Context: an optimization exercise on an open-source flow, tuned for small area. The choices shown serve that exercise and are no tape-out recipe.
Function was checked by simulation only, so behaviour that the tests miss may differ from the original.
Power is estimated from default activity; no workload was simulated.

$ cat run.sh
#!/bin/bash
# synth_recipe.tcl (not shown) runs the flow's synth.tcl, then flattens the netlist and writes it again
# the make line also repeats each setting of config.mk as NAME=value (left out here)
make -C /OpenROAD-flow-scripts/flow DESIGN_CONFIG=/design/flow/config.mk WORK_HOME=/design/flow/orfs CLKGATE_MAP_FILE= SYNTH_SCRIPT=/design/flow/synth_recipe.tcl finish
$ cat config.mk
export PLATFORM = sky130hd
export DESIGN_NAME = clock
export DESIGN_NICKNAME = clock
export VERILOG_FILES = /design/flow/design.v
export SDC_FILE = /design/flow/constraint.sdc
export NUM_CORES = 4
export LEC_CHECK = 0
export CAP_MARGIN = 20
export CORE_MARGIN = 2
export CORE_UTILIZATION = 40
export SLEW_MARGIN = 20
$ cat constraint.sdc
create_clock -name core_clock -period 25.0 [get_ports {clk}]
set_input_delay 5.0000 -clock core_clock [delete_from_list [all_inputs] [get_ports {clk}]]
set_output_delay 5.0000 -clock core_clock [all_outputs]
set_load 0.01 [all_outputs]
$ cat design.v
module en_clk_time (
	input	wire	clk, rst,
	output	reg	en_1clk,
	output	reg	en_clk,
	output	wire	deb_en,		 
	output	wire	sw_en		 
);
	reg	[3:0]	a;
	reg	[2:0]	b;
	reg	[6:0]	cnt_1clk;
	wire	a9	= a[3] & a[0];
	assign	deb_en	= b[1] & ~b[0] & ~a[3] & a[2] & ~a[1] & ~a[0];
	assign	sw_en		= b[1] & ~b[0] & ~a[3] & a[2] &  a[1] & ~a[0];
	always @(posedge clk or negedge rst) begin
		if (!rst) begin
			a <= 0; b <= 0; en_clk <= 0;
		end
		else if (a9) begin
			a <= 0; en_clk <= 1'b1;
			b <= b[2] ? 3'd0 : b + 1'b1;
		end
		else begin
			a <= a + 1'b1; en_clk <= 0;
		end
	end
	always @(posedge clk or negedge rst) begin
		if (!rst) begin
			en_1clk <= 0; cnt_1clk <= 0;
		end
		else if (en_clk) begin
			if (cnt_1clk[6] & cnt_1clk[5] & cnt_1clk[2]) begin
				en_1clk <= 1'b1; cnt_1clk <= 0;
			end
			else begin
				en_1clk <= 0; cnt_1clk <= cnt_1clk + 1'b1;
			end
		end
		else
			en_1clk <= 0;
	end
endmodule
module debouncer_control(
	input	wire			clk, rst,
	input	wire			deb_en, sw_en,
	input	wire	[4:0]	in_sw,
	output	wire	[4:0]	sw);
	reg	[4:0]	q, q2;
	always @(posedge clk or negedge rst) begin
		if (!rst) begin
			q <= 0; q2 <= 0;
		end
		else if (deb_en) begin
			q <= in_sw; q2 <= q;
		end
	end
	assign	sw = sw_en ? (q & ~q2) : 5'd0;
endmodule
module fsm (
	input	wire			clk, rst,
	input	wire	[4:0]	sw,
	output	wire	[5:0]	en_state,
	output	reg	[3:0]	cursor);
	reg	[2:0]	state;
	assign	en_state = {state == 3'd5, state == 3'd4, state == 3'd3,
							 state == 3'd2, state == 3'd1, state == 3'd0};
	always @(posedge clk or negedge rst) begin
		if (!rst)
			state <= 0;
		else if (sw[4])
			state <= (state == 3'd5) ? 3'd0 : state + 1'b1;
	end
	always @(posedge clk or negedge rst) begin
		if (!rst)
			cursor <= 0;
		else begin
			case (state)
				3'd1 : begin
					if (sw[0])
						cursor <= (cursor == 4'd5) ? 4'd0 : cursor + 1'b1;
					else if (sw[3])
						cursor <= (cursor == 4'd0) ? 4'd5 : cursor - 1'b1;
				end
				3'd2 : begin
					if (sw[0])
						cursor <= (cursor == 4'd7) ? 4'd0 : cursor + 1'b1;
					else if (sw[3])
						cursor <= (cursor == 4'd0) ? 4'd7 : cursor - 1'b1;
				end
				3'd3 : begin
					if (sw[0])
						cursor <= (cursor == 4'd13) ? 4'd0 : cursor + 1'b1;
					else if (sw[3])
						cursor <= (cursor == 4'd0) ? 4'd13 : cursor - 1'b1;
				end
				3'd5 : begin
					if (sw[0])
						cursor <= (cursor >= 4'd5) ? 4'd0 : cursor + 1'b1;
					else if (sw[3])
						cursor <= (cursor == 4'd0) ? 4'd5 : cursor - 1'b1;
				end
				default : cursor <= 0;
			endcase
		end
	end
endmodule
module watch_time (
	input	wire			clk, rst, en_1hz,
	input	wire			set_watch,
	input	wire	[5:0]	ld_hour,		 
	input	wire	[6:0]	ld_min, ld_sec,
	output	wire			ampm,
	output	reg	[1:0]	ht,
	output	reg	[3:0]	ho,
	output	reg	[2:0]	mt,
	output	reg	[3:0]	mo,
	output	reg	[2:0]	st,
	output	reg	[3:0]	so,
	output	reg			en_day);
	assign	ampm	= ht[1] | (ht[0] & (ho[3] | ho[2] | ho[1]));
	wire	s59	= st[2] & st[0] & so[3] & so[0];
	wire	m59	= mt[2] & mt[0] & mo[3] & mo[0];
	wire	h23	= ht[1] & ~ht[0] & ~ho[2] & ho[1] & ho[0];
	always @(posedge clk or negedge rst) begin
		if (!rst) begin
			{ht, ho, mt, mo, st, so} <= 0;
			en_day <= 0;
		end
		else if (set_watch) begin
			{ht, ho}	<= ld_hour;
			{mt, mo}	<= ld_min;
			{st, so}	<= ld_sec;
			en_day	<= 0;
		end
		else begin
			en_day <= 0;
			if (en_1hz) begin
				if (s59) begin
					{st, so} <= 0;
					if (m59) begin
						{mt, mo} <= 0;
						if (h23) begin
							{ht, ho} <= 0;
							en_day <= 1'b1;
						end
						else if (ht[1] & ht[0] & ho[0])
							{ht, ho} <= 0;
						else if (ho[3] & ho[0]) begin
							ht <= ht + 1'b1; ho <= 0;
						end
						else
							ho <= ho + 1'b1;
					end
					else if (mo[3] & mo[0]) begin
						mt <= mt + 1'b1; mo <= 0;
					end
					else
						mo <= mo + 1'b1;
				end
				else if (so[3] & so[0]) begin
					st <= st + 1'b1; so <= 0;
				end
				else
					so <= so + 1'b1;
			end
		end
	end
endmodule
module watch_date (
	input	wire			clk, rst, en_day,
	input	wire			set_date,
	input	wire	[15:0]	ld_year,
	input	wire	[3:0]	ld_month,
	input	wire	[4:0]	ld_day,
	output	reg	[4:0]	max_date,
	output	reg	[15:0]	year,
	output	reg	[3:0]	month,
	output	reg	[4:0]	day,
	output	wire	[2:0]	week);
	wire	[3:0]	y3 = year[15:12], y2 = year[11:8], y1 = year[7:4], y0 = year[3:0];
	wire	low0	= (year[7:0] == 8'd0);
	wire	leap	= (low0 ? (~y2[0] & ~(y2[1] ^ y3[0])) : (~y0[0] & ~(y0[1] ^ y1[0])));
	always @(*) begin
		case (month)
			4'd1, 4'd3, 4'd5, 4'd7, 4'd8, 4'd10, 4'd12 : max_date = 5'd31;
			4'd2		:	max_date = {4'b1110, leap};
			4'd4, 4'd6, 4'd9, 4'd11 : max_date = 5'd30;
			default	:	max_date = 5'd0;
		endcase
	end
	wire			jf		= (month == 4'd1) | (month == 4'd2);
	wire	[6:0]	klo	= {y1, 3'b0} + {y1, 1'b0} + y0;
	wire	[3:0]	hi		= {y3[0], 3'b0} + {y3[2:0], 1'b0} + y2;		 
	wire			yzero	= low0 & (year[15:8] == 8'd0);
	reg	[6:0]	k;
	reg	[3:0]	j;
	always @(*) begin
		if (!jf) begin
			k = klo; j = hi;
		end
		else if (yzero) begin
			k = 7'd83; j = 4'd3;
		end
		else if (low0) begin
			k = 7'd99; j = hi - 1'b1;
		end
		else begin
			k = klo - 1'b1; j = hi;
		end
	end
	reg	[5:0]	mterm;
	always @(*) begin
		case (month)
			4'd0 : mterm = 6'd2;		4'd1 : mterm = 6'd36;
			4'd2 : mterm = 6'd39;	4'd3 : mterm = 6'd10;
			4'd4 : mterm = 6'd13;	4'd5 : mterm = 6'd15;
			4'd6 : mterm = 6'd18;	4'd7 : mterm = 6'd20;
			4'd8 : mterm = 6'd23;	4'd9 : mterm = 6'd26;
			4'd10: mterm = 6'd28;	4'd11: mterm = 6'd31;
			4'd12: mterm = 6'd33;	4'd13: mterm = 6'd36;
			4'd14: mterm = 6'd39;	default: mterm = 6'd41;
		endcase
	end
	wire	[7:0]	wsum	= day + mterm + k + k[6:2] + j[3:2] - {j, 1'b0};
	wire	[4:0]	f1		= wsum[7:6] + wsum[5:3] + wsum[2:0];
	wire	[3:0]	f2		= f1[4:3] + f1[2:0];
	assign	week	= (f2 >= 4'd7) ? f2 - 4'd7 : f2[2:0];
	reg	[15:0]	year_inc;
	always @(*) begin
		year_inc = year;
		if (y0 != 4'd9)			year_inc[3:0] = y0 + 1'b1;
		else begin
			year_inc[3:0] = 0;
			if (y1 != 4'd9)		year_inc[7:4] = y1 + 1'b1;
			else begin
				year_inc[7:4] = 0;
				if (y2 != 4'd9)	year_inc[11:8] = y2 + 1'b1;
				else begin
					year_inc[11:8] = 0;
					year_inc[15:12] = y3 + 1'b1;
				end
			end
		end
	end
	wire	dmax	= (day == max_date);
	wire	m12	= (month == 4'd12);
	always @(posedge clk or negedge rst) begin
		if (!rst) begin
			year <= 0; month <= 0; day <= 0;
		end
		else if (set_date) begin
			year <= ld_year; month <= ld_month; day <= ld_day;
		end
		else if (en_day) begin
			if (dmax) begin
				day <= 5'd1;
				if (m12) begin
					month <= 4'd1;
					year <= (year == 16'h9999) ? 16'h0001 : year_inc;
				end
				else
					month <= month + 1'b1;
			end
			else
				day <= day + 1'b1;
		end
	end
endmodule
module set (
	input	wire			clk, rst,
	input	wire	[5:0]	en_state,
	input	wire	[4:0]	sw,
	input	wire	[3:0]	cursor,
	input	wire	[7:0]	bcd_hour, bcd_min, bcd_sec,
	input	wire	[15:0]	bcd_year,
	input	wire	[7:0]	bcd_month, bcd_day,
	input	wire	[4:0]	max_date,
	output	reg	[7:0]	s_hour, s_min, s_sec,
	output	reg	[15:0]	s_year,
	output	reg	[7:0]	s_mon, s_day,
	output	reg	[7:0]	a_hour, a_min, a_sec,
	output	reg	[15:0]	a_year,
	output	reg	[7:0]	a_mon, a_day,
	output	reg	[7:0]	an_hour, an_min, an_sec,
	output	reg	[15:0]	an_year,
	output	reg	[7:0]	an_mon, an_day,
	output	reg	[7:0]	t_hour, t_min, t_sec);
	wire	mW = en_state[0], mSW = en_state[1], mSD = en_state[2], mAL = en_state[3], mTM = en_state[5];
	wire	inc = sw[1];
	wire	dec = ~sw[1] & sw[2];
	wire	act = sw[1] | sw[2];
	wire	hsel	= mSW | mTM | (mAL & (cursor < 4'd6));
	wire	[2:0]	hp = cursor[2:0];
	wire	[7:0]	H	= ({8{mSW}} & s_hour) | ({8{mAL}} & a_hour) | ({8{mTM}} & t_hour);
	wire	[7:0]	Mi	= ({8{mSW}} & s_min)  | ({8{mAL}} & a_min)  | ({8{mTM}} & t_min);
	wire	[7:0]	Se	= ({8{mSW}} & s_sec)  | ({8{mAL}} & a_sec)  | ({8{mTM}} & t_sec);
	wire	[7:0]	F	= hp[1] ? Mi : Se;
	wire	[3:0]	ht = H[7:4], ho = H[3:0];
	reg	[3:0]	hn;
	always @(*) begin
		case (hp)
			3'd0, 3'd2 : begin			 
				if (inc)	hn = (F[3:0] == 4'd9) ? 4'd0 : F[3:0] + 1'b1;
				else		hn = (F[3:0] == 4'd0) ? 4'd9 : F[3:0] - 1'b1;
			end
			3'd1, 3'd3 : begin			 
				if (inc)	hn = (F[7:4] == 4'd5) ? 4'd0 : F[7:4] + 1'b1;
				else		hn = (F[7:4] == 4'd0) ? 4'd5 : F[7:4] - 1'b1;
			end
			3'd4 : begin					 
				if (inc)
					hn = ((ht == 4'd2) && (ho >= 4'd4)) ? 4'd0 : (ho == 4'd9) ? 4'd0 : ho + 1'b1;
				else
					hn = (((mTM ? ht == 4'd0 : ht == 4'd2)) && (ho == 4'd0)) ? 4'd3 :
						  (ho == 4'd0) ? 4'd9 : ho - 1'b1;
			end
			default : begin				 
				if (inc)
					hn = ((ht == 4'd2) || (!mTM && (ht == 4'd1) && (ho >= 4'd4))) ? 4'd0 : ht + 1'b1;
				else if (mTM)
					hn = ((ht == 4'd0) || (s_hour[7:4] == 4'd0)) ? 4'd2 : ht - 1'b1;
				else
					hn = (ht == 4'd0) ? ((ho >= 4'd4) ? 4'd1 : 4'd2) : ht - 1'b1;
			end
		endcase
	end
	wire	[5:0]	hwe	= (hsel & act) ? (6'd1 << hp) : 6'd0;
	wire			bug	= mAL & inc & (hp == 3'd1) & (a_sec[7:4] != 4'd5);
	wire	[5:0]	we_S	= {6{mSW}} & hwe | {4'b0, bug, 1'b0};
	wire	[5:0]	we_A	= {6{mAL & ~bug}} & hwe;
	wire	[5:0]	we_T	= {6{mTM}} & hwe;
	wire	dsel	= mSD | (mAL & (cursor >= 4'd6));
	wire	[2:0]	dp = mSD ? cursor[2:0] : cursor[2:0] - 3'd6;
	wire	[7:0]	D	= mSD ? s_day : a_day;
	wire	[7:0]	Mo	= mSD ? s_mon : a_mon;
	wire	[15:0]	Y	= mSD ? s_year : a_year;
	wire	[3:0]	dt = D[7:4], dd = D[3:0];
	wire	[3:0]	mt = Mo[7:4], mo = Mo[3:0];
	reg	[3:0]	mx, mr;		 
	always @(*) begin
		case (max_date)
			5'd28 : begin mx = 4'd2; mr = 4'd8; end
			5'd29 : begin mx = 4'd2; mr = 4'd9; end
			5'd30 : begin mx = 4'd3; mr = 4'd0; end
			5'd31 : begin mx = 4'd3; mr = 4'd1; end
			default : begin mx = 4'd0; mr = 4'd0; end
		endcase
	end
	wire	[3:0]	yd = Y[{dp[1:0], 2'b00} +: 4];
	wire			yz = ((Y & ~(16'hF << {dp[1:0], 2'b00})) == 16'd0);
	reg	[3:0]	dn;
	reg			d_ones;		 
	always @(*) begin
		d_ones = 0;
		case (dp)
			3'd0 : begin					 
				if (inc)
					dn = ((dt == mx) && (dd >= mr)) ? ((dt != 4'd0) ? 4'd0 : 4'd1) :
						  (dd == 4'd9) ? 4'd0 : dd + 1'b1;
				else
					dn = ((dt == mx) && (dd == 4'd0)) ? mr :
						  (((dt == 4'd0) && (dd == 4'd1)) || (dd == 4'd0)) ? 4'd9 : dd - 1'b1;
			end
			3'd1 : begin					 
				if (inc)
					dn = ((mx != 4'd0) && (dt == mx - 1'b1) && (dd >= mr)) ? 4'd0 :
						  (dt == mx) ? ((dd != 4'd0) ? 4'd0 : 4'd1) : dt + 1'b1;
				else if ((dt == mx) && (dd == 4'd0)) begin
					dn = mr; d_ones = 1'b1;
				end
				else if (dt == 4'd0)
					dn = 4'd9;
				else begin
					dn = dd - 1'b1; d_ones = 1'b1;
				end
			end
			3'd2 : begin					 
				if (inc)
					dn = ((mt == 4'd1) && (mo >= 4'd2)) ? 4'd0 : (mo == 4'd9) ? 4'd1 : mo + 1'b1;
				else
					dn = ((mt == 4'd1) && (mo == 4'd0)) ? 4'd2 : (mo <= 4'd1) ? 4'd9 : mo - 1'b1;
			end
			3'd3 : begin					 
				if (inc)
					dn = (((mt == 4'd1) && (mo != 4'd0)) || (mo > 4'd2)) ? 4'd0 : mt + 1'b1;
				else
					dn = ((mt == 4'd0) && (mo > 4'd2)) ? 4'd0 : {3'b0, mt == 4'd0};
			end
			default : begin				 
				if (inc)
					dn = (yd == 4'd9) ? {3'b0, yz} : yd + 1'b1;
				else
					dn = ((yz && (yd <= 4'd1)) || (yd == 4'd0)) ? 4'd9 : yd - 1'b1;
			end
		endcase
	end
	wire	[2:0]	dwp	= d_ones ? 3'd0 : dp;
	wire	[7:0]	dwe	= (dsel & act) ? (8'd1 << dwp) : 8'd0;
	wire	[7:0]	we_SD	= {8{mSD}} & dwe;
	wire	[7:0]	we_AD	= {8{mAL}} & dwe;
	reg	[7:0]	sn_hour, sn_min, sn_sec, sn_mon, sn_day, tn_hour, tn_min, tn_sec;
	reg	[15:0]	sn_year;
	always @(*) begin
		if (mW) begin
			{sn_hour, sn_min, sn_sec} = {bcd_hour, bcd_min, bcd_sec};
			{sn_year, sn_mon, sn_day} = {bcd_year, bcd_month, bcd_day};
		end
		else begin
			sn_sec	= {we_S[1] ? hn : s_sec[7:4],  we_S[0] ? hn : s_sec[3:0]};
			sn_min	= {we_S[3] ? hn : s_min[7:4],  we_S[2] ? hn : s_min[3:0]};
			sn_hour	= {we_S[5] ? hn : s_hour[7:4], we_S[4] ? hn : s_hour[3:0]};
			sn_day	= {we_SD[1] ? dn : s_day[7:4], we_SD[0] ? dn : s_day[3:0]};
			sn_mon	= {we_SD[3] ? dn : s_mon[7:4], we_SD[2] ? dn : s_mon[3:0]};
			sn_year	= {we_SD[7] ? dn : s_year[15:12], we_SD[6] ? dn : s_year[11:8],
						   we_SD[5] ? dn : s_year[7:4],   we_SD[4] ? dn : s_year[3:0]};
		end
		an_sec	= {we_A[1] ? hn : a_sec[7:4],  we_A[0] ? hn : a_sec[3:0]};
		an_min	= {we_A[3] ? hn : a_min[7:4],  we_A[2] ? hn : a_min[3:0]};
		an_hour	= {we_A[5] ? hn : a_hour[7:4], we_A[4] ? hn : a_hour[3:0]};
		an_day	= {we_AD[1] ? dn : a_day[7:4], we_AD[0] ? dn : a_day[3:0]};
		an_mon	= {we_AD[3] ? dn : a_mon[7:4], we_AD[2] ? dn : a_mon[3:0]};
		an_year	= {we_AD[7] ? dn : a_year[15:12], we_AD[6] ? dn : a_year[11:8],
					   we_AD[5] ? dn : a_year[7:4],   we_AD[4] ? dn : a_year[3:0]};
		tn_sec	= {we_T[1] ? hn : t_sec[7:4],  we_T[0] ? hn : t_sec[3:0]};
		tn_min	= {we_T[3] ? hn : t_min[7:4],  we_T[2] ? hn : t_min[3:0]};
		tn_hour	= {we_T[5] ? hn : t_hour[7:4], we_T[4] ? hn : t_hour[3:0]};
	end
	always @(posedge clk or negedge rst) begin
		if (!rst) begin
			{s_hour, s_min, s_sec, s_year, s_mon, s_day} <= 0;
			{a_hour, a_min, a_sec, a_year, a_mon, a_day} <= 0;
			{t_hour, t_min, t_sec} <= 0;
		end
		else begin
			{s_hour, s_min, s_sec, s_year, s_mon, s_day} <= {sn_hour, sn_min, sn_sec, sn_year, sn_mon, sn_day};
			{a_hour, a_min, a_sec, a_year, a_mon, a_day} <= {an_hour, an_min, an_sec, an_year, an_mon, an_day};
			{t_hour, t_min, t_sec} <= {tn_hour, tn_min, tn_sec};
		end
	end
endmodule
module alarm (
	input	wire	clk, rst,		 
	input	wire	rst_sw,
	input	wire	match,			 
	output	reg	led);
	reg	hit, on;
	always @(posedge clk) begin
		hit <= match;
		if (!rst)
			on <= 0;
		else if (rst_sw)
			on <= 0;
		else if (hit)
			on <= 1'b1;
		led <= on;
	end
endmodule
module timer (
	input	wire			clk, rst, stop, en_1clk,
	input	wire	[7:0]	timer_hour, timer_min, timer_sec,
	output	reg	[1:0]	ht,
	output	reg	[3:0]	ho,
	output	reg	[2:0]	mt,
	output	reg	[3:0]	mo,
	output	reg	[2:0]	st,
	output	reg	[3:0]	so);
	wire	s0	= ({st, so} == 7'd0);
	wire	m0	= ({mt, mo} == 7'd0);
	wire	h0	= ({ht, ho} == 6'd0);
	always @(posedge clk or negedge rst) begin
		if (!rst)
			{ht, ho, mt, mo, st, so} <= 0;
		else if (stop) begin
			{ht, ho} <= {timer_hour[5:4], timer_hour[3:0]};
			{mt, mo} <= {timer_min[6:4], timer_min[3:0]};
			{st, so} <= {timer_sec[6:4], timer_sec[3:0]};
		end
		else if (en_1clk) begin
			if (s0) begin
				if (m0) begin
					if (!h0) begin
						if (ho == 4'd0) begin
							ht <= ht - 1'b1; ho <= 4'd9;
						end
						else
							ho <= ho - 1'b1;
						{mt, mo} <= {3'd5, 4'd9};
						{st, so} <= {3'd5, 4'd9};
					end
				end
				else begin
					if (mo == 4'd0) begin
						mt <= mt - 1'b1; mo <= 4'd9;
					end
					else
						mo <= mo - 1'b1;
					{st, so} <= {3'd5, 4'd9};
				end
			end
			else if (so == 4'd0) begin
				st <= st - 1'b1; so <= 4'd9;
			end
			else
				so <= so - 1'b1;
		end
	end
endmodule
module stopwatch (
	input	wire			clk, rst,
	input	wire			en_stop,
	input	wire	[4:0]	sw,
	input	wire			set_stop,
	output	reg	[2:0]	ht,
	output	reg	[3:0]	ho,
	output	reg	[2:0]	mt,
	output	reg	[3:0]	mo,
	output	reg	[3:0]	st,
	output	reg	[3:0]	so);
	reg	stop;
	always @(posedge clk or negedge rst) begin
		if (!rst)
			stop <= 0;
		else if (set_stop & sw[1])
			stop <= ~stop;
	end
	wire	s100	= st[3] & st[1];				 
	wire	m59	= mt[2] & mt[0] & mo[3] & mo[0];
	wire	h59	= ht[2] & ht[0] & ho[3] & ho[0];
	always @(posedge clk or negedge rst) begin
		if (!rst)
			{ht, ho, mt, mo, st, so} <= 0;
		else if (stop) begin
			if (en_stop) begin
				if (s100) begin
					{st, so} <= 0;
					if (m59) begin
						{mt, mo} <= 0;
						if (h59)
							{ht, ho} <= 0;
						else if (ho[3] & ho[0]) begin
							ht <= ht + 1'b1; ho <= 0;
						end
						else
							ho <= ho + 1'b1;
					end
					else if (mo[3] & mo[0]) begin
						mt <= mt + 1'b1; mo <= 0;
					end
					else
						mo <= mo + 1'b1;
				end
				else if (so[3] & so[0]) begin
					st <= st + 1'b1; so <= 0;
				end
				else
					so <= so + 1'b1;
			end
		end
		else if (sw[2])
			{ht, ho, mt, mo, st, so} <= 0;
	end
endmodule
module lcd_display_string (
	input	wire			clk,
	input	wire	[4:0]	index,
	input	wire	[5:0]	mode,			 
	input	wire	[15:0]	year,
	input	wire	[7:0]	month, day,
	input	wire	[7:0]	hour, min, sec,
	input	wire	[2:0]	week,
	input	wire			ampm,
	input	wire	[15:0]	save_year,
	input	wire	[7:0]	save_mon, save_day,
	input	wire	[7:0]	save_hour, save_min, save_sec,
	input	wire	[7:0]	sw_hour, sw_min, sw_sec,
	input	wire	[7:0]	tm_hour, tm_min, tm_sec,
	output	reg	[7:0]	out);
	function [3:0] dg;		 
		input [3:0] n;
		dg = (n > 4'd9) ? 4'd0 : n;
	endfunction
	function [7:0] ch;
		input [3:0] d;
		ch = {4'h3, d};
	endfunction
	reg	[15:0]	l_year;
	reg	[7:0]		l_month, l_day;
	reg	[7:0]		l_hour, l_min, l_sec;
	reg	[2:0]		l_week;
	reg				l_ampm;
	wire	m_watch = mode[0], m_setw = mode[1], m_setd = mode[2], m_alarm = mode[3],
			m_stop = mode[4], m_timer = mode[5];
	wire	m_time = m_watch | m_setw | m_setd;
	always @(posedge clk) begin
		if (m_time) begin
			l_year	<= year;
			l_month	<= month;
			l_day		<= day;
			l_hour	<= hour;
			l_min		<= min;
			l_sec		<= sec;
		end
		else if (m_alarm) begin
			l_year	<= {dg(save_year[15:12]), dg(save_year[11:8]), dg(save_year[7:4]), dg(save_year[3:0])};
			l_month	<= {dg(save_mon[7:4]), dg(save_mon[3:0])};
			l_day		<= {dg(save_day[7:4]), dg(save_day[3:0])};
			l_hour	<= {dg(save_hour[7:4]), dg(save_hour[3:0])};
			l_min		<= {dg(save_min[7:4]), dg(save_min[3:0])};
			l_sec		<= {dg(save_sec[7:4]), dg(save_sec[3:0])};
		end
		else if (m_stop) begin
			l_hour	<= sw_hour;
			l_min		<= sw_min;
			l_sec		<= {dg(sw_sec[7:4]), sw_sec[3:0]};
		end
		else if (m_timer) begin
			l_hour	<= tm_hour;
			l_min		<= tm_min;
			l_sec		<= tm_sec;
		end
		if (m_time | m_alarm) begin
			l_week	<= week;
			l_ampm	<= ampm;
		end
	end
	reg	[7:0]	w0, w1, w2;
	always @(*) begin
		case (l_week)
			3'd1 : {w0, w1, w2} = {8'h53, 8'h55, 8'h4E};	 
			3'd2 : {w0, w1, w2} = {8'h4D, 8'h4F, 8'h4E};	 
			3'd3 : {w0, w1, w2} = {8'h54, 8'h55, 8'h45};	 
			3'd4 : {w0, w1, w2} = {8'h57, 8'h45, 8'h44};	 
			3'd5 : {w0, w1, w2} = {8'h54, 8'h48, 8'h55};	 
			3'd6 : {w0, w1, w2} = {8'h46, 8'h52, 8'h49};	 
			default : {w0, w1, w2} = {8'h53, 8'h41, 8'h54};	 
		endcase
	end
	wire	[7:0]	am = l_ampm ? 8'h50 : 8'h41;
	reg	[7:0]	c_date;
	always @(*) begin
		case (index[3:0])
			4'd0 : c_date = 8'h59;
			4'd1 : c_date = 8'h3A;
			4'd2 : c_date = ch(l_year[15:12]);
			4'd3 : c_date = ch(l_year[11:8]);
			4'd4 : c_date = ch(l_year[7:4]);
			4'd5 : c_date = ch(l_year[3:0]);
			4'd6 : c_date = 8'h20;
			4'd7 : c_date = 8'h4D;
			4'd8 : c_date = 8'h3A;
			4'd9 : c_date = ch(l_month[7:4]);
			4'd10: c_date = ch(l_month[3:0]);
			4'd11: c_date = 8'h20;
			4'd12: c_date = 8'h44;
			4'd13: c_date = 8'h3A;
			4'd14: c_date = ch(l_day[7:4]);
			default: c_date = ch(l_day[3:0]);
		endcase
	end
	reg	[7:0]	c_hms;
	always @(*) begin
		case (index[2:0])
			3'd0 : c_hms = ch(l_hour[7:4]);
			3'd1 : c_hms = ch(l_hour[3:0]);
			3'd2 : c_hms = 8'h3A;
			3'd3 : c_hms = ch(l_min[7:4]);
			3'd4 : c_hms = ch(l_min[3:0]);
			3'd5 : c_hms = 8'h3A;
			3'd6 : c_hms = ch(l_sec[7:4]);
			default : c_hms = ch(l_sec[3:0]);
		endcase
	end
	reg	[7:0]	c;
	always @(*) begin
		c = 8'h20;
		if (m_watch) begin
			if (!index[4])
				c = c_date;
			else case (index[3:0])
				4'd0 : c = am;
				4'd1 : c = 8'h4D;
				4'd2 : c = 8'h20;
				4'd3 : c = ch(l_hour[7:4]);
				4'd4 : c = ch(l_hour[3:0]);
				4'd5 : c = 8'h3A;
				4'd6 : c = ch(l_min[7:4]);
				4'd7 : c = ch(l_min[3:0]);
				4'd8 : c = 8'h3A;
				4'd9 : c = ch(l_sec[7:4]);
				4'd10: c = ch(l_sec[3:0]);
				4'd11: c = 8'h20;
				4'd12: c = 8'h20;
				4'd13: c = w0;
				4'd14: c = w1;
				default: c = w2;
			endcase
		end
		else if (m_setw) begin
			case (index)
				5'd0 : c = 8'h54;	5'd1 : c = 8'h69;	5'd2 : c = 8'h6D;	5'd3 : c = 8'h65;
				5'd4 : c = 8'h20;	5'd5 : c = 8'h53;	5'd6 : c = 8'h65;	5'd7 : c = 8'h74;
				5'd8 : c = 8'h20;	5'd9 : c = 8'h4D;	5'd10: c = 8'h6F;	5'd11: c = 8'h64;
				5'd12: c = 8'h65;	5'd13: c = 8'h20;	5'd14: c = 8'h20;	5'd15: c = 8'h20;
				5'd16: c = w0;		5'd17: c = w1;		5'd18: c = w2;		5'd19: c = 8'h20;
				5'd20: c = 8'h20;	5'd21: c = am;		5'd22: c = 8'h4D;	5'd23: c = 8'h20;
				default: c = c_hms;
			endcase
		end
		else if (m_setd) begin
			if (!index[4])
				c = c_date;
			else case (index[3:0])
				4'd0 : c = 8'h44;	4'd1 : c = 8'h61;	4'd2 : c = 8'h74;	4'd3 : c = 8'h65;
				4'd4 : c = 8'h20;	4'd5 : c = 8'h53;	4'd6 : c = 8'h65;	4'd7 : c = 8'h74;
				4'd8 : c = 8'h20;	4'd9 : c = 8'h4D;	4'd10: c = 8'h6F;	4'd11: c = 8'h64;
				4'd12: c = 8'h65;	default: c = 8'h20;
			endcase
		end
		else if (m_alarm) begin
			if (!index[4])
				c = c_date;
			else case (index[3:0])
				4'd0 : c = 8'h61;	4'd1 : c = 8'h6c;	4'd2 : c = 8'h61;	4'd3 : c = 8'h72;
				4'd4 : c = 8'h6d;	4'd5 : c = am;		4'd6 : c = 8'h4D;	4'd7 : c = 8'h20;
				default: c = c_hms;
			endcase
		end
		else if (m_stop) begin
			case (index)
				5'd0 : c = 8'h73;	5'd1 : c = 8'h74;	5'd2 : c = 8'h6f;	5'd3 : c = 8'h70;
				5'd5 : c = 8'h77;	5'd6 : c = 8'h61;	5'd7 : c = 8'h74;	5'd8 : c = 8'h63;
				5'd9 : c = 8'h68;
				default: c = (index[4] & index[3]) ? c_hms : 8'h20;
			endcase
		end
		else if (m_timer) begin
			case (index)
				5'd5 : c = 8'h77;	5'd6 : c = 8'h61;	5'd7 : c = 8'h74;	5'd8 : c = 8'h63;
				5'd9 : c = 8'h68;
				default: c = (index[4] & index[3]) ? c_hms : 8'h20;
			endcase
		end
	end
	always @(posedge clk)
		out <= c;
endmodule
module lcd_driver (
	input	wire			clk, rst,
	input	wire	[7:0]	data_char,
	output	reg	[4:0]	index_char,
	output	reg			lcd_rs,
	output	wire			lcd_rw,
	output	wire			lcd_e,
	output	wire	[7:0]	lcd_data);
	parameter	IDLE			= 4'h0;
	parameter	FUNC_SET		= 4'h1;
	parameter	DISP_OFF		= 4'h2;
	parameter	DISP_CLEAR	= 4'h3;
	parameter	DISP_ON		= 4'h4;
	parameter	MODE_SET		= 4'h5;
	parameter	PRINT_STRING= 4'h6;
	parameter	LINE2			= 4'h7;
	parameter	RETURN_HOME	= 4'h8;
	reg	[5:0]	cnt_en;
	reg			en_clk;
	reg	[2:0]	wait_cnt;
	reg	[3:0]	state;
	reg	[7:0]	data_bus;
	assign	lcd_rw	= 1'b0;
	assign	lcd_data	= data_bus;
	assign	lcd_e		= (state != IDLE) & (cnt_en[5] ? (cnt_en[4:0] == 5'd0) : (cnt_en[4:1] != 4'd0));
	always @(posedge clk or negedge rst) begin
		if (!rst) begin
			cnt_en <= 0; en_clk <= 0;
		end
		else begin
			cnt_en <= cnt_en + 1'b1;
			en_clk <= &cnt_en;
		end
	end
	always @(posedge clk or negedge rst) begin
		if (!rst) begin
			state <= IDLE; wait_cnt <= 0;
		end
		else if (en_clk) begin
			case (state)
				IDLE : begin
					wait_cnt <= wait_cnt + 1'b1;
					if (&wait_cnt) state <= FUNC_SET;
				end
				FUNC_SET		: state <= DISP_OFF;
				DISP_OFF		: state <= DISP_CLEAR;
				DISP_CLEAR	: state <= DISP_ON;
				DISP_ON		: state <= MODE_SET;
				MODE_SET		: state <= PRINT_STRING;
				PRINT_STRING: if (index_char == 5'd15)
									state <= LINE2;
								  else if (index_char == 5'd31)
									state <= RETURN_HOME;
				default		: state <= PRINT_STRING;		 
			endcase
		end
	end
	always @(posedge clk or negedge rst) begin
		if (!rst)
			index_char <= 0;
		else if (state == PRINT_STRING && en_clk)
			index_char <= index_char + 1'b1;
	end
	always @(posedge clk or negedge rst) begin
		if (!rst) begin
			lcd_rs <= 0; data_bus <= 0;
		end
		else begin
			lcd_rs <= (state == PRINT_STRING);
			case (state)
				IDLE			: data_bus <= 8'h01;
				FUNC_SET		: data_bus <= 8'h38;
				DISP_OFF		: data_bus <= 8'h08;
				DISP_CLEAR	: data_bus <= 8'h01;
				DISP_ON		: data_bus <= 8'h0C;
				MODE_SET		: data_bus <= 8'h06;
				PRINT_STRING: data_bus <= data_char;
				LINE2			: data_bus <= 8'hC0;
				default		: data_bus <= 8'h80;		 
			endcase
		end
	end
endmodule
module clock(
	clk,
	rst,
	rst_sw,
	stop,
	in_sw,
	lcd_rs,
	lcd_rw,
	lcd_e,
	lcd_data,
	led);
	input					clk, rst;
	input		[4:0]		in_sw;
	input					rst_sw;
	input					stop;
	output				lcd_rs;			 
	output				lcd_rw;			 
	output				lcd_e;			 
	output	[7:0]		lcd_data;
	output				led;
	wire	rstn = ~rst;
	function [5:0] bcd5;		 
		input [4:0] x;
		bcd5 = {x / 5'd10, 4'd0} | (x % 5'd10);
	endfunction
	function [4:0] bcd4;		 
		input [3:0] x;
		bcd4 = (x > 4'd9) ? {1'b1, x - 4'd10} : {1'b0, x};
	endfunction
	wire	en_1hz, en_stop, deb_en, sw_en;
	en_clk_time EN_TIME (.clk(clk), .rst(rstn), .en_1clk(en_1hz), .en_clk(en_stop),
		.deb_en(deb_en), .sw_en(sw_en));
	wire	[4:0]	sw;
	debouncer_control DEB (.clk(clk), .rst(rstn), .deb_en(deb_en), .sw_en(sw_en),
		.in_sw(in_sw), .sw(sw));
	wire	[5:0]	en_state;
	wire	[3:0]	cursor;
	fsm FSM (.clk(clk), .rst(rstn), .sw(sw), .en_state(en_state), .cursor(cursor));
	wire	[7:0]		s_hour, s_min, s_sec, s_month, s_day;
	wire	[15:0]	s_year;
	wire	[7:0]		a_hour, a_min, a_sec, a_mon, a_day;
	wire	[15:0]	a_year;
	wire	[7:0]		an_hour, an_min, an_sec, an_mon, an_day;
	wire	[15:0]	an_year;
	wire	[7:0]		t_hour, t_min, t_sec;
	wire	[1:0]	w_ht;
	wire	[3:0]	w_ho, w_mo, w_so;
	wire	[2:0]	w_mt, w_st;
	wire			ampm, en_day;
	wire	[15:0]	year;
	wire	[3:0]	month;
	wire	[4:0]	day;
	wire	[2:0]	week;
	wire	[4:0]	max_date;
	wire	[4:0]	ld_hour_bin	= {s_hour[5:4], 3'b0} + {s_hour[7:4], 1'b0} + s_hour[3:0];
	wire	[5:0]	ld_hour		= bcd5(ld_hour_bin);
	wire	[3:0]	ld_month		= {s_month[4], 3'b0} + {s_month[6:4], 1'b0} + s_month[3:0];
	wire	[4:0]	ld_day		= {s_day[5:4], 3'b0} + {s_day[7:4], 1'b0} + s_day[3:0];
	wire	[7:0]	bcd_hour		= {2'b0, w_ht, w_ho};
	wire	[7:0]	bcd_min		= {1'b0, w_mt, w_mo};
	wire	[7:0]	bcd_sec		= {1'b0, w_st, w_so};
	wire	[7:0]	bcd_month	= {3'b0, bcd4(month)};
	wire	[7:0]	bcd_day		= {2'b0, bcd5(day)};
	set SET (
		.clk(clk), .rst(rstn), .en_state(en_state), .sw(sw), .cursor(cursor),
		.bcd_hour(bcd_hour), .bcd_min(bcd_min), .bcd_sec(bcd_sec),
		.bcd_year(year), .bcd_month(bcd_month), .bcd_day(bcd_day),
		.max_date(max_date),
		.s_hour(s_hour), .s_min(s_min), .s_sec(s_sec), .s_year(s_year), .s_mon(s_month), .s_day(s_day),
		.a_hour(a_hour), .a_min(a_min), .a_sec(a_sec), .a_year(a_year), .a_mon(a_mon), .a_day(a_day),
		.an_hour(an_hour), .an_min(an_min), .an_sec(an_sec), .an_year(an_year), .an_mon(an_mon), .an_day(an_day),
		.t_hour(t_hour), .t_min(t_min), .t_sec(t_sec));
	watch_time TIME (
		.clk(clk), .rst(rstn), .en_1hz(en_1hz), .set_watch(en_state[1]),
		.ld_hour(ld_hour), .ld_min(s_min[6:0]), .ld_sec(s_sec[6:0]),
		.ampm(ampm), .ht(w_ht), .ho(w_ho), .mt(w_mt), .mo(w_mo), .st(w_st), .so(w_so),
		.en_day(en_day));
	watch_date DATE (
		.clk(clk), .rst(rstn), .en_day(en_day), .set_date(en_state[2]),
		.ld_year(s_year), .ld_month(ld_month), .ld_day(ld_day),
		.max_date(max_date), .year(year), .month(month), .day(day), .week(week));
	wire	match	= (an_sec == s_sec) && (an_min == s_min) && (an_hour == {2'b0, ld_hour}) &&
					  (an_year == s_year) && (an_mon == {3'b0, bcd4(ld_month)}) &&
					  (an_day == {2'b0, bcd5(ld_day)});
	alarm ALARM (.clk(clk), .rst(rstn), .rst_sw(rst_sw), .match(match), .led(led));
	wire	[1:0]	tm_ht;
	wire	[3:0]	tm_ho, tm_mo, tm_so;
	wire	[2:0]	tm_mt, tm_st;
	timer TIMER (
		.clk(clk), .rst(rstn), .stop(stop), .en_1clk(en_1hz),
		.timer_hour(t_hour), .timer_min(t_min), .timer_sec(t_sec),
		.ht(tm_ht), .ho(tm_ho), .mt(tm_mt), .mo(tm_mo), .st(tm_st), .so(tm_so));
	wire	[2:0]	sp_ht, sp_mt;
	wire	[3:0]	sp_ho, sp_mo, sp_st, sp_so;
	stopwatch STOP (
		.clk(clk), .rst(rstn), .en_stop(en_stop), .sw(sw), .set_stop(en_state[4]),
		.ht(sp_ht), .ho(sp_ho), .mt(sp_mt), .mo(sp_mo), .st(sp_st), .so(sp_so));
	wire	[7:0]	data_char;
	wire	[4:0]	index_char;
	lcd_display_string STR (
		.clk(clk), .index(index_char), .mode(en_state),
		.year(year), .month(bcd_month), .day(bcd_day),
		.hour(bcd_hour), .min(bcd_min), .sec(bcd_sec), .week(week), .ampm(ampm),
		.save_year(a_year), .save_mon(a_mon), .save_day(a_day),
		.save_hour(a_hour), .save_min(a_min), .save_sec(a_sec),
		.sw_hour({1'b0, sp_ht, sp_ho}), .sw_min({1'b0, sp_mt, sp_mo}), .sw_sec({sp_st, sp_so}),
		.tm_hour({2'b0, tm_ht, tm_ho}), .tm_min({1'b0, tm_mt, tm_mo}), .tm_sec({1'b0, tm_st, tm_so}),
		.out(data_char));
	lcd_driver DRV (
		.clk(clk), .rst(rstn), .data_char(data_char), .index_char(index_char),
		.lcd_rs(lcd_rs), .lcd_rw(lcd_rw), .lcd_e(lcd_e), .lcd_data(lcd_data));
endmodule
==> run_results.csv, run 1 <==
group,metric,value,unit
run_status,run_status,"finished clean",
sta,drv_slew,0,
clock_tree,path_clk_slew,0.06,ns
worst_setup_path,r2r_start,"DATE.month[1]",
worst_hold_path,timing.hold.worst.start,"ALARM.on",
worst_setup_path,cp_common_cell,"sky130_fd_sc_hd__ha_1",
clock_tree,cts_hold_repair.buffers,0,
route,drc,0,
route,vias,27250,
grt,grt.met2_usage,41.72,%
power_and_ir_drop,power.static_leakage,13.06,nW
route,1st_iter_drt_viols,3331,
route,detail_route.vias_per_cell,6.195,
worst_setup_path,critPathMaxStageDelay,0.60,ns
final_layout,antennaDiodeCount,0,
grt,grt.met1_usage,37.19,%
worst_setup_path,critical_path.max_fanout,7,
clock_tree,tritoncts.num_buffers,46,
floorplan,floorplan.die.width,271.7,µm
placement,io_buffer_count,19,
sta,finalHoldViolations,0,
grt,overall_global_routing_usage,27.12,%
grt,first_pass_grt_wire_length,157000,µm
final_layout,final_nets,3613,
clock_tree,postCtsSetupBuffers,0,
grt,grt_most_used_layer,"met2",
placement,gp_congestion,1.018,
worst_setup_path,crit_slowest_cell,"sky130_fd_sc_hd__fa_1",
floorplan,core.rowCount,98,
clock_tree,cts_tree,"yes",
logic_synthesis,synthesis.nets,3688,
worst_hold_path,holdPathEnd,"ALARM.led",
logic_synthesis,yosys_register_bits,356,
worst_setup_path,worstReg2RegEnd,"STR.l_week[1]",
grt,initial_antenna_violation_count,0,
sta,timing.slew.headroom,26.08,%
route,detailedRoute.firstPassIterationCount,6,
worst_setup_path,worst-endpoint-arrival,8.40,ns
floorplan,io-pin-count,21,
final_layout,area_delta_synth_final,9.278,%
clock_tree,cts.htree.levels,2,
sta,clock_skew,0.02243,ns
placement,placedCellCount,4314,
worst_hold_path,hold_crit_class,"reg -> reg",
worst_setup_path,worst_setup_path_start_kind,"register",
floorplan,floorplan.die.height,271.7,µm
sta,worstMarginPinSlew,1.097,ns
worst_setup_path,rrSetupSlack,16.95,ns
logic_synthesis,synth_instances,3487,
logic_synthesis,synthesis.area_per_instance,8.223,µm²
clock_tree,clk-insertion-delay-late,0.61,ns
floorplan,fp.dieArea,73840,µm²
placement,place.detailed.hpwl,74770,µm
power_and_ir_drop,power_per_unit_of_standard_cell_area,57.19,nW/µm²
grt,grt.met3_usage,4.962,%
sta,post-route-period-util,32.19,%
route,detail_routed_net_length_per_standard_cell,23.41,µm
final_layout,layout_cells_sized_above_1,7.538,%
clock_tree,cts-root-buf,"sky130_fd_sc_hd__clkbuf_16",
logic_synthesis,synthesis.yosys.warnings,12,
final_layout,post_layout_nonfiller_instances,4399,
floorplan,coreArea,71240,µm²
sta,peak_freq,0.1243,GHz
clock_tree,cts_repair_resize_count,0,
worst_setup_path,r2r_cells,33,
worst_hold_path,holdPathStages,0,
flow_run,maxCapViolCount,0,
worst_setup_path,end_kind,"register",
floorplan,initial_cell_density_of_the_core,40.25,%
grt,grt_max_degree,100,
sta,finalCriticalPeriod,8.048,ns
grt,grt_pass1_vias,25390,
route,antenna_violating_nets_post_route,0,
worst_setup_path,timing.critical_path.required,25.35,ns
logic_synthesis,synth_top_flop_cell,"sky130_fd_sc_hd__dfrtp_1",
logic_synthesis,synthesized_cell_area,28670,µm²
power_and_ir_drop,max-vdd-ir-drop,0.06751,mV
sta,rsz_0062_raised_after_global_routing,"false",
grt,grt_remaining_overflow,0,
logic_synthesis,synth-edff-count,51,
clock_tree,cts_max_path_buffers,3,
logic_synthesis,asyncSetResetFlopFracSynth,80.34,%
worst_setup_path,worstSetupPathType,"reg -> reg",
clock_tree,clock-sinks,356,
logic_synthesis,synth.yosys.seq_area_share,31.63,%
route,final_wirelength,103000,µm
logic_synthesis,synth.lib_cells_used.distinct,107,
sta,totalNegativeSetupSlack,0,ns
sta,timing.final.setup_violations,0,
## report_power, final
group          switching (W)  leakage (nW)  internal, W
Clock               0.000287         0.781     0.000417
Sequential         0.0000368          4.58     0.000614
Combinational       0.000280          7.69     0.000156
Total               0.000605          13.1      0.00119
## synthesized netlist by cell type, drive strengths merged (13+ instances only)
cell | number | area (µm²)
nor3b | 33 | 247.7
nand4 | 29 | 187.7
a21boi | 13 | 97.59
a22oi | 22 | 170.2
or3 | 18 | 112.6
nor2 | 344 | 1304
buf | 47 | 240.2
nand3 | 99 | 495.5
a31oi | 38 | 237.7
edfxtp | 51 | 1531
mux2 | 50 | 563.0
nand2 | 406 | 1524
nor4 | 37 | 259.0
nor2b | 54 | 337.8
a21oi | 243 | 1216
nand3b | 27 | 202.7
o211ai | 32 | 240.2
a221oi | 27 | 242.7
nand2b | 34 | 212.7
and3 | 25 | 156.4
inv | 163 | 611.8
o221ai | 15 | 131.4
fa | 20 | 400.4
or2 | 16 | 100.1
mux2i | 103 | 1055
a211oi | 28 | 210.2
xnor2 | 82 | 718.2
o21ai | 320 | 1602
o22a | 13 | 113.9
dfrtp | 286 | 7157
ha | 172 | 2152
clkbuf | 151 | 566.8
dfxtp | 19 | 380.4
o22ai | 24 | 150.1
a221o | 13 | 130.1
a21o | 17 | 127.6
nor3 | 90 | 465.5
a22o | 26 | 227.7
and2 | 19 | 118.9
a311oi | 18 | 157.7
o31ai | 29 | 217.7
xor2 | 37 | 324.1
## layout make-up
cell class              instances  area, µm²
clock buffers                  62       1333
clock inverters                23      259.0
fillers                      7152      39910
inverters                     165      626.9
multi-input cells            2768      18250
flip-flops and latches        356       9070
well taps                     950       1189
repair buffers                 75      610.6
## worst max path at each step
| stage | startpoint | to | slack [ns] | depth (start not counted) |
|---|---|---|---|---|
| final | DATE.month[1] | STR.l_week[1] | 16.95 | 33 |
| after global routing | DATE.month[1] | STR.l_week[1] | 16.41 | 33 |
| after CTS | DATE.month[1] | STR.l_week[1] | 16.89 | 33 |
| after detailed placement | DATE.month[1] | STR.l_week[1] | 16.92 | 33 |
| after global placement | DATE.month[1] | STR.l_week[1] | 17.01 | 33 |
| after floorplan | rst | DATE.day[0] | 12.11 | 1 |
## layer usage
metal  part of all wire, %  routed length [µm]  vias up
met3                   8.6                8835      291
met5                     0                   0        -
met4                   4.7                4829        0
met2                    44               45180     1285
li1                      -                   -    12560
met1                    43               44140    13110
## layout by cell type (no fill, tap or decap), drive strengths merged, types with 32 or more instances in the layout
| cell | instances |
|---|---|
| a21oi | 243 |
| xor2 | 37 |
| mux2 | 50 |
| edfxtp | 51 |
| mux2i | 103 |
| dfrtp | 286 |
| clkbuf | 62 |
| ha | 172 |
| nor4 | 37 |
| nor2b | 54 |
| xnor2 | 82 |
| nor3b | 33 |
| nand2b | 34 |
| nor3 | 90 |
| buf | 56 |
| o211ai | 32 |
| o21ai | 320 |
| nor2 | 344 |
| a31oi | 38 |
| inv | 166 |
| nand3 | 99 |
| nand2 | 406 |
## stage by stage
step	hold slack [ns]	cell area, µm²	setup WS [ns]	utilization, %	total power, W
4_1_cts	0.3519	31330	16.89	43.98	0.001791
6_report	0.3502	31330	16.95	43.98	0.001792
5_1_grt	0.3660	31330	16.41	43.98	0.001865
3_3_place_gp	0.3375	29740	17.01	41.75	0.001089
3_5_place_dp	0.3405	29740	16.92	41.75	0.001085
2_1_floorplan	0.3314	28670	12.11	-	0.0009461
## sequential cells by signal (all words and copies together) (netlist names), 16 cells and up
name and count:
SET.s_year 16, SET.a_year 16, STR.l_year 16, DATE.year 16
## logic make-up (layout without fill, tap and decap cells)
| family | count (synthesis) | count (layout) | share of synthesized area (%) |
|---|---|---|---|
| fa+ha+maj | 194 | 194 | 8.972 |
| flops | 356 | 356 | 31.63 |
| buf+inv | 363 | 325 | 4.975 |
| other cells | 1 | 1 | 0.01308 |
| simple gates | 1268 | 1268 | 21.10 |
| mux | 163 | 163 | 6.428 |
| xor+xnor | 121 | 121 | 3.792 |
| compound gates | 1021 | 1021 | 23.09 |
## critical path, delay by kind of cell (launching register included)
| family | cells | cell delay (ns) |
|---|---|---|
| simple gates | 3 | 0.27 |
| xor+xnor | 3 | 0.50 |
| flops | 1 | 0.46 |
| compound gates | 9 | 1.46 |
| buf+inv | 5 | 0.39 |
| mux | 1 | 0.36 |
| fa+ha+maj | 12 | 4.36 |
==> run 2: changes to the inputs <==
--- a/config.mk
+++ b/config.mk
@@ -7,2 +7,3 @@
 export LEC_CHECK = 0
+export ABC_AREA = 1
 export CAP_MARGIN = 20
==> run 2 against run 1 <==
Compared with the run above: area after synthesis is 3.3% lower; via count is 1.8% lower; setup slack worse by 0.22 ns; largest cell class unchanged; clock power is 3% lower; synthesized cell count is 11% higher; routed wire length is 8.6% lower; flip-flop and latch count stayed put; global-route usage is 1.0 points lower; count of clock-buffer cells in the layout is 4 lower; cell count is 9.7% higher; still clean; sequential share of layout area is 0.99 points higher; power is 16% lower.
==> run_results.csv, run 2 <==
group,metric,value,unit
run_status,run_status,"finished clean",
clock_tree,cts_tree,"yes",
sta,worstMarginPinSlew,1.131,ns
floorplan,floorplan.die.height,267.3,µm
floorplan,fp.dieArea,71450,µm²
flow_run,maxCapViolCount,0,
final_layout,final_nets,4060,
logic_synthesis,yosys_register_bits,356,
sta,drv_slew,0,
power_and_ir_drop,p_int,0.001086,W
grt,grt_pass1_vias,24670,
power_and_ir_drop,clkPwrFrac,45.5,%
power_and_ir_drop,p_switching,0.0004226,W
worst_setup_path,crit_slowest_cell,"sky130_fd_sc_hd__fa_1",
clock_tree,cts_repair_resize_count,0,
logic_synthesis,asyncSetResetFlopFracSynth,80.34,%
sta,peak_freq,0.1209,GHz
worst_setup_path,worstSetupPathType,"reg -> reg",
clock_tree,cts.htree.levels,2,
route,vias,26770,
sta,finalCriticalPeriod,8.271,ns
power_and_ir_drop,seqPwrFrac,42.3,%
placement,io_buffer_count,19,
worst_setup_path,worst-endpoint-arrival,8.61,ns
final_layout,final_common_cell,"sky130_fd_sc_hd__nand2_1",
worst_hold_path,hold_crit_class,"reg -> reg",
floorplan,floorplan.die.width,267.3,µm
sta,timing.slew.headroom,24.61,%
power_and_ir_drop,pwr-share-comb,12.2,%
sta,post-route-period-util,33.08,%
placement,gp_congestion,0.9976,
logic_synthesis,synth_top_family_by_area,"simple AND/OR/NAND/NOR gates",
clock_tree,cts-root-buf,"sky130_fd_sc_hd__clkbuf_16",
floorplan,initial_cell_density_of_the_core,40.44,%
route,detail_routed_net_length_per_standard_cell,19.51,µm
grt,grt_max_degree,111,
route,1st_iter_drt_viols,2906,
logic_synthesis,synth.yosys.seq_area_share,32.70,%
route,final_wirelength,94140,µm
logic_synthesis,post-synth-top-area-fraction,25.81,%
power_and_ir_drop,design_power_total,0.001508,W
logic_synthesis,yosysMostFrequentCell,"sky130_fd_sc_hd__nand2_1",
route,detail_route.vias_per_cell,5.549,
sta,timing.final.setup_violations,0,
logic_synthesis,synthesized_cell_area,27730,µm²
placement,placedCellCount,4743,
grt,initial_antenna_violation_count,2,
sta,rsz_0062_raised_after_global_routing,"false",
worst_setup_path,critPathMaxStageDelay,0.50,ns
final_layout,post_layout_nonfiller_instances,4824,
grt,overall_global_routing_usage,26.11,%
clock_tree,clk-insertion-delay-late,0.59,ns
final_layout,layout_cells_sized_above_1,7.066,%
floorplan,core.rowCount,96,
power_and_ir_drop,sw_frac_of_total,28.02,%
logic_synthesis,post_synthesis_simple_gate_area_fraction,30.31,%
logic_synthesis,synth-edff-count,51,
worst_setup_path,timing.critical_path.required,25.34,ns
clock_tree,tritoncts.num_buffers,45,
logic_synthesis,synthesis.area_per_instance,7.172,µm²
final_layout,area_delta_synth_final,9.222,%
worst_setup_path,worst_setup_path_start_kind,"register",
grt,grt_remaining_overflow,0,
grt,first_pass_grt_wire_length,144100,µm
logic_synthesis,synth_top_flop_cell,"sky130_fd_sc_hd__dfrtp_1",
floorplan,coreArea,68590,µm²
final_layout,layout_common_cells,"sky130_fd_sc_hd__nand2_1 (954), sky130_fd_sc_hd__inv_1 (509), sky130_fd_sc_hd__nand3_1 (358)",
worst_setup_path,end_kind,"register",
logic_synthesis,yosys-mux-area-fraction,0.3654,%
power_and_ir_drop,power_per_unit_of_standard_cell_area,49.79,nW/µm²
clock_tree,cts_max_path_buffers,3,
logic_synthesis,synth.lib_cells_used.distinct,71,
clock_tree,path_clk_slew,0.07,ns
power_and_ir_drop,max-vdd-ir-drop,0.03562,mV
placement,place.detailed.hpwl,70880,µm
sta,totalNegativeSetupSlack,0,ns
clock_tree,cts_hold_repair.buffers,0,
logic_synthesis,synth.cells.most_frequent,"sky130_fd_sc_hd__nand2_1 (955), sky130_fd_sc_hd__inv_1 (510), sky130_fd_sc_hd__nand3_1 (358), sky130_fd_sc_hd__nor2_1 (304), sky130_fd_sc_hd__dfrtp_1 (286)",
logic_synthesis,synthesis.yosys.warnings,12,
clock_tree,postCtsSetupBuffers,0,
sta,finalHoldViolations,0,
route,drc,0,
logic_synthesis,synthesis.nets,4068,
logic_synthesis,synth.area.top_cells,"sky130_fd_sc_hd__dfrtp_1 (26%), sky130_fd_sc_hd__nand2_1 (13%), sky130_fd_sc_hd__ha_1 (7.8%)",
power_and_ir_drop,power.static_leakage,14.74,nW
logic_synthesis,synth_instances,3867,
clock_tree,clock-sinks,356,
logic_synthesis,synth_compound_area_share,15.20,%
sta,clock_skew,0.02818,ns
worst_setup_path,critical_path.max_fanout,10,
logic_synthesis,synth_fa_ha_area_share,9.204,%
route,antenna_violating_nets_post_route,0,
route,detailedRoute.firstPassIterationCount,9,
logic_synthesis,synthXorXnorAreaFrac,2.869,%
floorplan,io-pin-count,21,
logic_synthesis,synth_top_cell_by_area,"sky130_fd_sc_hd__dfrtp_1",
==> run 2: cell types whose count changed in the layout (fill, tap and decap cells not counted), sizes merged, moves of 32 or more <==
cell and delta:
nand4 +40, nand2 +590, nand2b -34, mux2 -41
nor2b -54, o221ai +55, nor3b -32, a21oi -112
mux2i -103, xnor2 -49, nand3 +283, inv +375
==> run 2: critical path, delay by kind of cell, from the launching register on <==
kind / cells / cell delay (ns)
AO/OA/AOI/OAI: 6 / 1.21
XOR/XNOR: 4 / 0.63
adder cells (fa/ha/maj): 11 / 3.75
buffers and inverters: 7 / 0.72
flip-flops: 1 / 0.41
AND/OR/NAND/NOR: 9 / 1.30
==> run 2: cells by family after synthesis <==
| logic type | Yosys count |
|---|---|
| AOI/OAI and AO/OA | 688 |
| xor gates and xnor gates | 90 |
| adders and majority gates | 192 |
| buffers and inverters | 642 |
| DFF | 356 |
| muxes | 9 |
| other | 1 |
| and+or+nand+nor | 1889 |
==> run 2: path summary, 6_finish.rpt <==
kind / cells after the start / slack, ns / to / from
setup / recovery: 37 / 16.73 / STR.l_week[0] / DATE.month[0]
hold / removal: 0 / 0.35 / ALARM.led / ALARM.on
max in group asynchronous: 4 / 17.79 / TIME.so[3] / rst
hold reg to reg: 0 / 0.35 / ALARM.led / ALARM.on
min in group asynchronous: 2 / 5.00 / DATE.month[3] / rst
setup reg to reg: 37 / 16.73 / STR.l_week[0] / DATE.month[0]
==> run 2: metal layers <==
layer	wire length (µm)	up-vias	global-route usage [%]
li1	-	12900	-
met1	41280	12470	36.58
met5	13	-	0
met4	3276	2	8.913
met2	39540	1197	38.93
met3	10030	202	6.657
==> run 2: stage by stage <==
stage / hold slack [ns] / utilization, % / setup slack [ns] / cell area (µm²)
floorplan: 0.3314 / - / 12.11 / 27730
global placement: 0.3344 / 41.92 / 16.82 / 28750
detailed placement: 0.3469 / 41.92 / 16.73 / 28750
CTS: 0.3512 / 44.16 / 16.71 / 30290
global route: 0.3526 / 44.16 / 16.04 / 30290
finish: 0.3455 / 44.16 / 16.73 / 30290
==> run 2: area by class of cell <==
| cell class | instances | area [µm²] |
|---|---|---|
| inverters | 543 | 2053 |
| clock buffers | 58 | 1256 |
| flip-flops and latches | 356 | 9069 |
| clock inverters | 22 | 280.3 |
| well taps | 931 | 1165 |
| diodes | 1 | 2.502 |
| fillers | 6989 | 38300 |
| multi-input cells | 2869 | 16090 |
| repair buffers | 44 | 377.9 |
==> run 2: power groups by stage <==
stage	sequential [W]	clock [W]	combinational, W
floorplan	0.000639	0	0.000123
global placement	0.000647	0	0.000176
detailed placement	0.000647	0	0.000177
CTS	0.000637	0.000698	0.000178
global route	0.000641	0.000721	0.000204
finish	0.000637	0.000687	0.000184

-- afterwards: timing with drivers on the ports --
How much do the figures lean on ideal ports? The routed layouts below were timed once more, with nothing changed but the port constraints. Step 1: set_driving_cell puts a clkbuf_16 on clk and a buf_2 on each other input, an assumption about the parent block. Step 2, shift: input delay + t, output delay - t, t = (earliest + latest rising clock arrival at the registers) / 2. This alone moves slack from input paths to output paths. a / b / c = ideal / step 1 / step 2; a / b = the first two.
run | shift t [ns] | slack for setup (ns) | hold slack, ns
run 1 | 0.656 | 16.952 / 16.952 / 16.952 | 0.350 / 0.350 / 0.350
run 2 | 0.640 | 16.729 / 16.729 / 16.729 | 0.346 / 0.346 / 0.346
After both steps every run listed still meets setup and hold.
